This is an optimization exercise on Yosys and OpenROAD, whose aim is small area and a short achievable clock period, not a production implementation.
RTL that was checked went through simulation tests only; none was proved equivalent to the original.

Design FP_ALU_SYN, start of the top module:
module FP_ALU_SYN (
    output [31:0] out,
    output under_overflow,
    output zero,
    input  [31:0] para1,
    input  [31:0] para2,
    input  [1:0]  ALU_op,
    input  clk
);
wire [31:0] p2_eff = {para2[31] ^ (ALU_op == 2'b01), para2[30:0]};
wire        keep   = para1[30:0] >= para2[30:0];
wire [7:0]  d12    = para1[30:23] - para2[30:23];
wire [7:0]  d21    = para2[30:23] - para1[30:23];
wire [7:0]  d      = keep ? d12 : d21;
reg [31:0] op1_ff, op2_ff;
reg [1:0]  ALU_op_ff;
reg [4:0]  d_ff;
reg        big_ff, dz_ff, d1_ff;
always @(posedge clk) begin
    op1_ff    <= keep ? para1  : p2_eff;
    op2_ff    <= keep ? p2_eff : para1;
    ALU_op_ff <= ALU_op;
    d_ff      <= d[4:0];
    big_ff    <= d > 8'd24;
    dz_ff     <= d == 8'd0;
    d1_ff     <= d == 8'd1;
end
wire [31:0] add_result;
wire        add_under_overflow;
wire [24:0] mh;
wire [8:0]  mtop0, mtop1;
wire        mkeep0, mkeep1, muo0, muo1;
  ...
Size in the first run: roughly 3100 cells after synthesis, about 29000 um2 of cells after synthesis.
==> module FP_ALU_SYN, before the edit <==
module FP_ALU_SYN (
    output [31:0] out,
    output under_overflow,
    output zero,
    input  [31:0] para1,
    input  [31:0] para2,
    input  [1:0]  ALU_op,
    input  clk
);
wire [31:0] p2_eff = {para2[31] ^ (ALU_op == 2'b01), para2[30:0]};
wire        keep   = para1[30:0] >= para2[30:0];
wire [7:0]  d12    = para1[30:23] - para2[30:23];
wire [7:0]  d21    = para2[30:23] - para1[30:23];
wire [7:0]  d      = keep ? d12 : d21;
reg [31:0] op1_ff, op2_ff;
reg [1:0]  ALU_op_ff;
reg [4:0]  d_ff;
reg        big_ff, dz_ff, d1_ff;
always @(posedge clk) begin
    op1_ff    <= keep ? para1  : p2_eff;
    op2_ff    <= keep ? p2_eff : para1;
    ALU_op_ff <= ALU_op;
    d_ff      <= d[4:0];
    big_ff    <= d > 8'd24;
    dz_ff     <= d == 8'd0;
    d1_ff     <= d == 8'd1;
end
wire [31:0] add_result;
wire        add_under_overflow;
wire [24:0] mh;
wire [8:0]  mtop0, mtop1;
wire        mkeep0, mkeep1, muo0, muo1;
AddOp   add   (.out(add_result), .under_overflow(add_under_overflow),
               .op1(op1_ff), .op2(op2_ff), .d(d_ff), .big(big_ff),
               .dz(dz_ff), .d1(d1_ff));
MultiOp multi (.h(mh), .top0(mtop0), .top1(mtop1), .keep0(mkeep0), .keep1(mkeep1),
               .uo0(muo0), .uo1(muo1), .para1(op1_ff), .para2(op2_ff));
reg [31:0] add_r;
reg        add_uo_r;
reg [24:0] mh_r;
reg [8:0]  mtop0_r, mtop1_r;
reg        mkeep0_r, mkeep1_r, muo0_r, muo1_r;
reg        sel_add, sel_mul;
always @(posedge clk) begin
    add_r    <= add_result;
    add_uo_r <= add_under_overflow;
    mh_r     <= mh;
    mtop0_r  <= mtop0;
    mtop1_r  <= mtop1;
    mkeep0_r <= mkeep0;
    mkeep1_r <= mkeep1;
    muo0_r   <= muo0;
    muo1_r   <= muo1;
    sel_add  <= ~ALU_op_ff[1];
    sel_mul  <= ALU_op_ff == 2'b10;
end
wire [31:0] mul_out;
wire        mul_uo;
MulOut mout (.out(mul_out), .under_overflow(mul_uo), .h(mh_r), .top0(mtop0_r), .top1(mtop1_r),
             .keep0(mkeep0_r), .keep1(mkeep1_r), .uo0(muo0_r), .uo1(muo1_r));
assign out = ({32{sel_add}} & add_r) | ({32{sel_mul}} & mul_out);
assign under_overflow = (sel_add & add_uo_r) | (sel_mul & mul_uo);
assign zero = ~|out;
endmodule
Settings: LEC_CHECK=0, CAP_MARGIN=20, CORE_MARGIN=2, CORE_UTILIZATION=40, SLEW_MARGIN=20, SYNTH_HIERARCHICAL=1; clock period 16.0 ns.
standard.sh (not shown) runs the stock make flow with config.mk's settings and CLKGATE_MAP_FILE= SYNTH_SCRIPT=/design/flow/synth_recipe.tcl, a recipe that flattens the netlist after the stock synthesis.
==> flow/flow/run.sh <==
#!/bin/bash
# Standard synthesis and layout, with two changes to how the layout is made
# (the clock period and constraints are the design's):
#  - every port still gets a buffer, but a buf_4 rather than the default
#    delay-type buffer;
#  - timing repair is asked to keep a larger setup margin than the flow
#    settings allow, so that it sizes and buffers the long paths.
set -euo pipefail
bash standard.sh synth > synth.log 2>&1
bash standard.sh finish SETUP_SLACK_MARGIN=10.0 TNS_END_PERCENT=100 \
    "BUFFER_PORTS_ARGS=-buffer_cell sky130_fd_sc_hd__buf_4" > layout.log 2>&1
Then changed:
--- a/flow/design.v
+++ b/flow/design.v
@@ -1514,11 +1514,11 @@
     input  clk
 );
 wire [31:0] p2_eff = {para2[31] ^ (ALU_op == 2'b01), para2[30:0]};
 wire        keep   = para1[30:0] >= para2[30:0];
-wire [7:0]  d12    = para1[30:23] - para2[30:23];
+wire [8:0]  d12    = {1'b0, para1[30:23]} - {1'b0, para2[30:23]};
 wire [7:0]  d21    = para2[30:23] - para1[30:23];
-wire [7:0]  d      = keep ? d12 : d21;
+wire [7:0]  d      = d12[8] ? d21 : d12[7:0];
 reg [31:0] op1_ff, op2_ff;
 reg [1:0]  ALU_op_ff;
 reg [4:0]  d_ff;
 reg        big_ff, dz_ff, d1_ff;
Routed wire length rises by about 2.1%.
Global-route usage rises by 0.11 points.
Core utilization falls by 0.47 points.
Hold slack barely changes.
Cell count falls by about 0.4%.
Area after synthesis rises by 0.57%.
Setup slack is worse by 80 ps.
Clock skew falls by 4.0 ps.
Final area rises by about 0.35%.
Die area rises by 0.56%.
Fmax falls by about 1.4%.
For the second run of this note, only the layout was checked, not whether the RTL still works.

==> afterwards: timing with drivers on the ports <==
No port has a modelled driver above. Below, the same layouts with a new extraction and two added sets of constraints. Step 1: set_driving_cell puts a clkbuf_16 on clk and a buf_2 on each other input, an assumption about the parent block. Step 2 times the ports against the registers' clock, not the clock port: input delays grow and output delays shrink by t, the midpoint of the rising clock arrivals with the driver on. Slacks: no drivers / after step 1 / after step 2; pairs: no drivers / after step 1.
run	t (ns)	setup WS [ns]	worst hold slack (ns)
the first run	0.542	10.161 / 10.153 / 9.716	0.376 / 0.376 / 0.376
the second run	0.520	10.081 / 10.028 / 9.830	0.376 / 0.376 / 0.376
After both steps every run listed still meets setup and hold. For the first run, which loses most, drivers alone change the setup slack by -0.008 ns; drivers and shift together by -0.445 ns.
